This is an optimization exercise on Yosys and OpenROAD, whose aim is small area, not a production implementation.
In this exercise RTL edits were held to simulation tests only and were not proved equivalent to the original.
No driver is modelled on the clock port, so clock power and skew are understated where the tree is cut down; a real chip needs a root buffer or a tree.
Power and IR drop assume default switching activity.

==> run a <==
==> flow/design.v <==
`timescale 1ns / 1ps
module Receiver(
    input clk_i,
    input rst_i,
    input RXD_i,
    output [7:0] data,
    output state,
    output reg first
    );
    reg [7:0] data_buff;
    reg busy;
    reg [4:0] h;
    wire w;
    wire h16 = h[4] & ~h[1] & ~h[0];
    wire h30 = h[4] & h[1] & ~h[0];
    wire run = busy & ~h16 & ~h30;
    wire e = run & w | busy & h30;
    wire we = w & h[0] & ~h[4];
    wire hc0 = e;
    wire hc1 = hc0 & h[0];
    wire hc2 = hc1 & h[1];
    wire hc3 = hc2 & h[2];
    wire hc4 = hc3 & h[3];
    wire [4:0] hc = {hc4, hc3, hc2, hc1, hc0};
    HalfBit timer(.clk_i(clk_i), .run(run), .w(w));
    always @(posedge clk_i or posedge rst_i)
        if (rst_i) begin
            busy <= 1'b0;
            first <= 1'b1;
        end else begin
            if (!busy)
                busy <= ~RXD_i;
            else if (h16 && RXD_i)
                busy <= 1'b0;
            if (state)
                first <= 1'b0;
        end
    wire [7:0] din = {RXD_i ^ (data_buff[5] & ~data_buff[6]), RXD_i ^ data_buff[5], {6{RXD_i}}};
    integer i;
    always @(posedge clk_i) begin
        h <= busy ? h ^ hc : {4'b1111, ~first | h16};
        for (i = 0; i < 8; i = i + 1)
            if (we && h[3:1] == i)
                data_buff[i] <= din[i];
    end
    assign data = data_buff;
    assign state = ~busy & h16;
endmodule
module HalfBit(
    input clk_i,
    input run,
    output w
    );
    reg [12:0] t;
    assign w = t[1] & t[2] & t[3] & ~t[4] & t[5] & ~t[7] & ~t[8] & ~t[9] & t[10] & t[11] & t[12];
    wire g = run & ~w;
    always @(posedge clk_i)
        t <= g ? {~t[11:0], t[3] ^ t[12]} : 13'h1fff;
endmodule
`timescale 1ns / 1ps
module Transceiver(
    input clk_i,
    input rst_i,
    output reg TXD_o,
    input state,
    input first,
    input [7:0] data
    );
    reg busy;
    reg [4:0] h;
    reg c;
    wire w;
    wire h17 = h[4] & ~h[1] & h[0];
    wire fin = busy & h17 & ~c & ~state;
    wire h30 = h[4] & h[1] & ~h[0];
    wire run = busy & ~h30 & ~fin;
    wire [2:0] j = h[3:1];
    wire ev = run & w & ~h[0] & ~h[4];
    wire x = j == 3'd5;
    wire d = data[j];
    wire hc0 = run & w | busy & h30;
    wire hc1 = hc0 & h[0];
    wire hc2 = hc1 & h[1];
    wire hc3 = hc2 & h[2];
    wire hc4 = hc3 & h[3];
    wire [4:0] hc = {hc4, hc3, hc2, hc1, hc0};
    HalfBit timer(.clk_i(clk_i), .run(run), .w(w));
    always @(posedge clk_i or posedge rst_i)
        if (rst_i) begin
            busy <= 1'b0;
            TXD_o <= 1'b1;
        end else begin
            if (state)
                busy <= 1'b1;
            else if (fin)
                busy <= 1'b0;
            if (fin)
                TXD_o <= 1'b1;
            else if (busy & h[4] & h[1])
                TXD_o <= 1'b0;
            else if (ev)
                TXD_o <= d ^ x;
        end
    always @(posedge clk_i) begin
        h <= busy ? h ^ hc : {4'b1111, ~first};
        if (!busy)
            c <= 1'b0;
        else if (state & ~h17)
            c <= 1'b1;
        else if (h17 & ~state)
            c <= 1'b0;
    end
endmodule
`timescale 1ns / 1ps
module RS_232_top(
    input clk_i, 
    input rst_i, 
    input RXD_i, 
    output TXD_o
    );
    wire state;
    wire first;
    wire [7:0] data;
    Receiver odbiornik(.clk_i(clk_i), .rst_i(rst_i), .RXD_i(RXD_i), .data(data), .state(state), .first(first));
    Transceiver nadajnik(.clk_i(clk_i), .rst_i(rst_i), .TXD_o(TXD_o), .data(data), .state(state), .first(first));
endmodule
==> flow/flow/run.sh <==
#!/bin/bash
# Own layout flow: the standard flow (standard.sh, all ORFS steps) with
#  - an area-oriented ABC script for the combinational logic (the registers
#    come out of synthesis exactly as in the standard synthesis),
#  - buf_1 cells as the port buffers,
set -euo pipefail
here=$(pwd)
rm -rf "$here/scripts"
cp -r "$FLOW_HOME/scripts" "$here/scripts"
cp "$here/flow/abc_area.script" "$here/scripts/abc_area.script"
bash "$here/standard.sh" SCRIPTS_DIR="$here/scripts" ABC_AREA=1 \
  BUFFER_PORTS_ARGS="-buffer_cell sky130_fd_sc_hd__buf_1" \
  CTS_ARGS="-sink_clustering_enable -repair_clock_nets -dont_use_dummy_load -buf_list sky130_fd_sc_hd__clkbuf_4" \
  POST_CTS_TCL="$here/flow/cts_fix.tcl" \
  finish > "$here/flow.log" 2>&1
==> flow/flow/abc_area.script <==
&get -n
&st
&dch -f
&nf -R 1000
&put
topo
==> flow/flow/cts_fix.tcl <==
set slew_limit 0.115
set clk_net [get_nets [[[[ord::get_db_block] findBTerm clk_i] getNet] getName]]
set root_loads [get_pins -of_objects $clk_net -filter "direction==input"]
if { [llength $root_loads] == 1 } {
  set root [get_cells -of_objects [lindex $root_loads 0]]
  set root_out [get_pins -of_objects $root -filter "direction==output"]
  set leaf_loads [get_pins -of_objects [get_nets -of_objects $root_out] -filter "direction==input"]
  if { [llength $leaf_loads] <= 4 && [string match "*clkbuf*" [get_property $root ref_name]] } {
    puts "cts_fix: removing root clock buffer [get_full_name $root]"
    remove_buffers [list $root]
  }
}
proc worst_sink_slew { inst } {
  set out [get_pins -of_objects $inst -filter "direction==output"]
  set worst 0
  foreach p [get_pins -of_objects [get_nets -of_objects $out] -filter "direction==input"] {
    set s [get_property $p slew_max]
    if { $s > $worst } { set worst $s }
  }
  return $worst
}
foreach inst [get_cells clkbuf_*] {
  foreach size {4 8 16} {
    replace_cell $inst sky130_fd_sc_hd__clkbuf_$size
    estimate_parasitics -placement
    set s [worst_sink_slew $inst]
    puts "cts_fix: [get_full_name $inst] clkbuf_$size worst sink slew $s"
    if { $s <= $slew_limit } { break }
  }
}
detailed_placement
estimate_parasitics -placement
repair_timing -hold -hold_margin 0
detailed_placement
check_placement -verbose
==> flow/standard.sh <==
#!/bin/bash
# synth_recipe.tcl (not shown) runs the flow's synth.tcl, then flattens the netlist and writes it again
# the make line also repeats each setting of config.mk as NAME=value (left out here)
make -C /OpenROAD-flow-scripts/flow DESIGN_CONFIG=/design/flow/config.mk WORK_HOME=/design/flow/orfs CLKGATE_MAP_FILE= SYNTH_SCRIPT=/design/flow/synth_recipe.tcl "${@:-finish}"
==> flow/config.mk <==
export PLATFORM = sky130hd
export DESIGN_NAME = RS_232_top
export DESIGN_NICKNAME = RS_232_top
export VERILOG_FILES = /design/flow/design.v
export SDC_FILE = /design/flow/constraint.sdc
export NUM_CORES = 4
export LEC_CHECK = 0
export CAP_MARGIN = 20
export CORE_MARGIN = 2
export CORE_UTILIZATION = 40
export PLACE_DENSITY = 0.6
export SLEW_MARGIN = 20
==> flow/constraint.sdc <==
create_clock -name core_clock -period 10.0 [get_ports {clk_i}]
set_input_delay 2.0000 -clock core_clock [delete_from_list [all_inputs] [get_ports {clk_i}]]
set_output_delay 2.0000 -clock core_clock [all_outputs]
set_load 0.01 [all_outputs]
==> run b (differences from run a) <==
==> flow/design.v, changed modules only <==
module Receiver(
    input clk_i,
    input rst_i,
    input RXD_i,
    output [7:0] data,
    output state
    );
    reg [7:0] data_buff;
    reg busy;
    reg first;
    reg [12:0] t;
    reg [4:0] h;
    wire w = t[1] & t[2] & t[3] & ~t[4] & t[5] & ~t[7] & ~t[8] & ~t[9] & t[10] & t[11] & t[12];
    wire h16 = h[4] & ~h[0];
    wire run = busy & ~first & ~h16;
    wire g = run & ~w;
    always @(posedge clk_i or posedge rst_i)
        if (rst_i) begin
            busy <= 1'b0;
            first <= 1'b1;
        end else begin
            if (!busy)
                busy <= ~RXD_i;
            else if (h16 && RXD_i)
                busy <= 1'b0;
            if (busy)
                first <= 1'b0;
        end
    always @(posedge clk_i) begin
        t <= g ? {~t[11:0], t[3] ^ t[12]} : 13'h1fff;
        h <= busy ? h + {4'd0, run & w} : 5'd31;
        if (run && w && h[0] && !h[4])
            data_buff[h[3:1]] <= RXD_i;
    end
    assign data = data_buff;
    assign state = ~busy & h16;
endmodule
module Transceiver(
    input clk_i,
    input rst_i,
    output reg TXD_o,
    input state,
    input [7:0] data
    );
    reg busy;
    reg first;
    reg [12:0] t;
    reg [4:0] h;
    reg c;
    wire w = t[1] & t[2] & t[3] & ~t[4] & t[5] & ~t[7] & ~t[8] & ~t[9] & t[10] & t[11] & t[12];
    wire h17 = h[4] & ~h[1] & h[0];
    wire fin = busy & h17 & ~c & ~state;
    wire run = busy & ~first & ~fin;
    wire g = run & ~w;
    wire [2:0] j = h[3:1];
    wire ev = run & w & ~h[0] & ~h[4];
    wire j5 = j == 3'd5;
    wire x = j5 | (c & j[2] & j[1]);
    wire d = data[j];
    always @(posedge clk_i or posedge rst_i)
        if (rst_i) begin
            busy <= 1'b0;
            first <= 1'b1;
            TXD_o <= 1'b1;
        end else begin
            if (state)
                busy <= 1'b1;
            else if (fin)
                busy <= 1'b0;
            if (busy)
                first <= 1'b0;
            if (fin)
                TXD_o <= 1'b1;
            else if (busy & h[4] & h[1])
                TXD_o <= 1'b0;
            else if (ev)
                TXD_o <= d ^ x;
        end
    always @(posedge clk_i) begin
        t <= g ? {~t[11:0], t[3] ^ t[12]} : 13'h1fff;
        h <= busy ? h + {4'd0, run & w} : 5'd31;
        if (ev)
            c <= d & (j5 | (c & j == 3'd6));
        else if (busy & state & ~h17)
            c <= 1'b1;
        else if (busy & h17 & ~state)
            c <= 1'b0;
    end
endmodule
module RS_232_top(
    input clk_i, 
    input rst_i, 
    input RXD_i, 
    output TXD_o
    );
    wire state;
    wire [7:0] data;
    Receiver odbiornik(.clk_i(clk_i), .rst_i(rst_i), .RXD_i(RXD_i), .data(data), .state(state));
    Transceiver nadajnik(.clk_i(clk_i), .rst_i(rst_i), .TXD_o(TXD_o), .data(data), .state(state));
endmodule
// module HalfBit removed
==> flow/run.sh (new file) <==
#!/bin/bash
# synth_recipe.tcl (not shown) runs the flow's synth.tcl, then flattens the netlist and writes it again
# the make line also repeats each setting of config.mk as NAME=value (left out here)
make -C /OpenROAD-flow-scripts/flow DESIGN_CONFIG=/design/flow/config.mk WORK_HOME=/design/flow/orfs CLKGATE_MAP_FILE= SYNTH_SCRIPT=/design/flow/synth_recipe.tcl finish
- ABC_CLOCK_PERIOD_IN_PS: default -> 10000
removed: flow/flow/run.sh
removed: flow/flow/abc_area.script
removed: flow/flow/cts_fix.tcl
removed: flow/standard.sh
==> run c (differences from run a) <==
--- a/flow/flow/run.sh
+++ b/flow/flow/run.sh
@@ -3,6 +3,10 @@
 #  - an area-oriented ABC script for the combinational logic (the registers
 #    come out of synthesis exactly as in the standard synthesis),
 #  - buf_1 cells as the port buffers,
+#  - a clock tree of clkbuf_4 without dummy loads, where cts_fix.tcl sizes up
+#    the buffers whose clock pins would see too high a slew.
+# make's output goes to flow.log; each ORFS step keeps its own log under
+# orfs/logs/.
 set -euo pipefail
 here=$(pwd)
 rm -rf "$here/scripts"
==> flow/flow/cts_fix.tcl (replaced) <==
estimate_parasitics -placement
foreach inst [get_cells clkbuf_*] {
  set out [get_pins -of_objects $inst -filter "direction==output"]
  set worst 0
  foreach p [get_pins -of_objects [get_nets -of_objects $out] -filter "direction==input"] {
    set s [get_property $p slew_max]
    if { $s > $worst } { set worst $s }
  }
  set ref [get_property $inst ref_name]
  if { $worst > 0.110 } {
    if { $ref == "sky130_fd_sc_hd__clkbuf_4" } {
      puts "cts_fix: [get_full_name $inst] $ref -> clkbuf_8 (slew $worst)"
      replace_cell $inst sky130_fd_sc_hd__clkbuf_8
    } elseif { $ref == "sky130_fd_sc_hd__clkbuf_8" } {
      puts "cts_fix: [get_full_name $inst] $ref -> clkbuf_16 (slew $worst)"
      replace_cell $inst sky130_fd_sc_hd__clkbuf_16
    }
  }
}
detailed_placement
estimate_parasitics -placement
repair_timing -hold -hold_margin 0
detailed_placement
check_placement -verbose
==> run d (differences from run a) <==
==> flow/design.v, changed modules only <==
module Receiver(
    input clk_i,
    input rst_i,
    input RXD_i,
    output [7:0] data,
    output state,
    input first
    );
    reg [7:0] data_buff;
    reg busy;
    reg [4:0] h;
    wire w;
    wire h16 = h[4] & ~h[1] & ~h[0];
    wire h30 = h[4] & h[1] & ~h[0];
    wire run = busy & ~h16 & ~h30;
    wire e = run & w | busy & h30;
    wire we = w & h[0] & ~h[4];
    wire hc0 = e;
    wire hc1 = hc0 & h[0];
    wire hc2 = hc1 & h[1];
    wire hc3 = hc2 & h[2];
    wire hc4 = hc3 & h[3];
    wire [4:0] hc = {hc4, hc3, hc2, hc1, hc0};
    HalfBit timer(.clk_i(clk_i), .run(run), .w(w));
    always @(posedge clk_i or posedge rst_i)
        if (rst_i) begin
            busy <= 1'b0;
        end else begin
            if (!busy)
                busy <= ~RXD_i;
            else if (h16 && RXD_i)
                busy <= 1'b0;
        end
    wire [7:0] din = {RXD_i ^ (data_buff[5] & ~data_buff[6]), RXD_i ^ data_buff[5], {6{RXD_i}}};
    integer i;
    always @(posedge clk_i) begin
        h <= busy ? h ^ hc : {4'b1111, ~first | h16};
        for (i = 0; i < 8; i = i + 1)
            if (we && h[3:1] == i)
                data_buff[i] <= din[i];
    end
    assign data = data_buff;
    assign state = ~busy & h16;
endmodule
module Transceiver(
    input clk_i,
    input rst_i,
    output reg TXD_o,
    input state,
    output first,
    input [7:0] data
    );
    reg busy;
    reg [4:0] h;
    reg c;
    wire w;
    wire h17 = h[4] & ~h[1] & h[0];
    wire fin = busy & h17 & ~c & ~state;
    wire h30 = h[4] & h[1] & ~h[0];
    wire run = busy & ~h30 & ~fin;
    assign first = c & ~busy;
    wire [2:0] j = h[3:1];
    wire ev = run & w & ~h[0] & ~h[4];
    wire x = j == 3'd5;
    wire d = data[j];
    wire hc0 = run & w | busy & h30;
    wire hc1 = hc0 & h[0];
    wire hc2 = hc1 & h[1];
    wire hc3 = hc2 & h[2];
    wire hc4 = hc3 & h[3];
    wire [4:0] hc = {hc4, hc3, hc2, hc1, hc0};
    HalfBit timer(.clk_i(clk_i), .run(run), .w(w));
    always @(posedge clk_i or posedge rst_i)
        if (rst_i)
            TXD_o <= 1'b1;
        else if (fin)
            TXD_o <= 1'b1;
        else if (busy & h[4] & h[1])
            TXD_o <= 1'b0;
        else if (ev)
            TXD_o <= d ^ x;
    always @(posedge clk_i)
        if (rst_i) begin
            busy <= 1'b0;
            c <= 1'b1;
        end else begin
            if (state)
                busy <= 1'b1;
            else if (fin)
                busy <= 1'b0;
            if (!busy)
                c <= c & ~state;
            else if (state & ~h17)
                c <= 1'b1;
            else if (h17 & ~state)
                c <= 1'b0;
        end
    always @(posedge clk_i)
        h <= busy ? h ^ hc : {4'b1111, ~c};
endmodule
==> flow/flow/abc_area.script (replaced) <==
&get -n
&st
&dch -x
&nf -R 1000
&put
topo
==> summary.txt <==
Result of the run: finished clean
Lkg Pwr: 0.753 nW
Levels on crit path: 1
Clk cell area share: 0.0270
Sequential Power Share: 0.596
Cell types with the largest area share after synthesis: sky130_fd_sc_hd__dfxtp_1, sky130_fd_sc_hd__edfxtp_1, sky130_fd_sc_hd__nand2_1, sky130_fd_sc_hd__ha_1, sky130_fd_sc_hd__nand2b_1
Fraction of the mapped netlist area in compound gates: 0.0260
Number of global-route vias before repair: 1,069
Clock input transition at the sequential cells of the worst setup and hold paths: 100 ps
Cell-internal power: 365 µW
M3 GR Usage: 0.0451
Overall via count from detail_route: 1,056
End of the critical path: TXD_o
Layout non-clock buf frac: 0.00607
That was run c.
==> summary.txt <==
Result of the run: finished clean
Clk cell area share: 0.0230
Sequential Power Share: 0.610
End of the critical path: TXD_o
Multi-input logic area: 633 µm²
Number of global-route vias before repair: 1,063
Overall via count from detail_route: 1,047
Clock input transition at the sequential cells of the worst setup and hold paths: 100 ps
Cell types with the largest area share after synthesis: sky130_fd_sc_hd__dfxtp_1, sky130_fd_sc_hd__edfxtp_1, sky130_fd_sc_hd__nand2_1, sky130_fd_sc_hd__ha_1, sky130_fd_sc_hd__nand2b_1
Fraction of the mapped netlist area in compound gates: 0.0260
Slowest stage delay, CP: 540 ps
Layout non-clock buf frac: 0.00609
Levels on crit path: 1
Lkg Pwr: 0.748 nW
M3 GR Usage: 0.0407
That was run a.
==> summary.txt <==
Layout non-clock buf frac: 0.00619
Clk cell area share: 0.0200
Number of global-route vias before repair: 1,012
Levels on crit path: 10
Cell types with the largest area share after synthesis: sky130_fd_sc_hd__dfxtp_1, sky130_fd_sc_hd__edfxtp_1, sky130_fd_sc_hd__nand2_1, sky130_fd_sc_hd__ha_1, sky130_fd_sc_hd__nand2b_1
Lkg Pwr: 0.707 nW
Result of the run: finished clean
End of the critical path: nadajnik.h[4]$_SDFF_PN1_
Clock input transition at the sequential cells of the worst setup and hold paths: 110 ps
Overall via count from detail_route: 1,064
Sequential Power Share: 0.642
That was run d.
==> summary.txt <==
Result of the run: finished clean
Min-Delay Path Class: register to register
Cell-internal power: 388 µW
Clk cell area share: 0.0497
Fraction of the mapped netlist area in compound gates: 0.0633
M3 GR Usage: 0.0320
Sequential Power Share: 0.570
Mux cell area share after synthesis: 0.0470
Critical path origin: nadajnik.TXD_o$_DFFE_PP1P_
Cell types with the largest area share after synthesis: sky130_fd_sc_hd__dfxtp_1, sky130_fd_sc_hd__edfxtp_1, sky130_fd_sc_hd__nand2_1, sky130_fd_sc_hd__ha_1, sky130_fd_sc_hd__dfstp_2
Lkg Pwr: 0.922 nW
Levels on crit path: 1
Layout non-clock buf frac: 0.0134
That was run b.

[static timing again, ports no longer ideal]
The flow's constraints put no driver on any port. The routed layouts listed below were extracted and timed again, unchanged, in two steps.
Step 1: set_driving_cell puts a clkbuf_16 on clk_i and a buf_2 on each other input, an assumption about the parent block.
Step 2, shift: input delay + t, output delay - t, t = (earliest + latest rising clock arrival at the registers) / 2. This alone moves slack from input paths to output paths.
a / b / c = ideal / step 1 / step 2; a / b = the first two.
| run | t (ns) | setup WS [ns] | worst register clock-pin slew, ns |
|---|---|---|---|
| run a | 0.195 | 7.163 / 7.118 / 7.032 | 0.10 / 0.10 |
| run b | 0.325 | 6.643 / 6.617 / 6.923 | 0.09 / 0.09 |
| run c | 0.353 | 6.984 / 6.960 / 7.032 | 0.10 / 0.10 |
| run d | 0.199 | 7.139 / 7.128 / 7.040 | 0.11 / 0.11 |
After both steps setup and hold are still met in every run listed. For run a, which loses most, drivers alone change the setup slack by -0.045 ns; drivers and shift together by -0.131 ns.
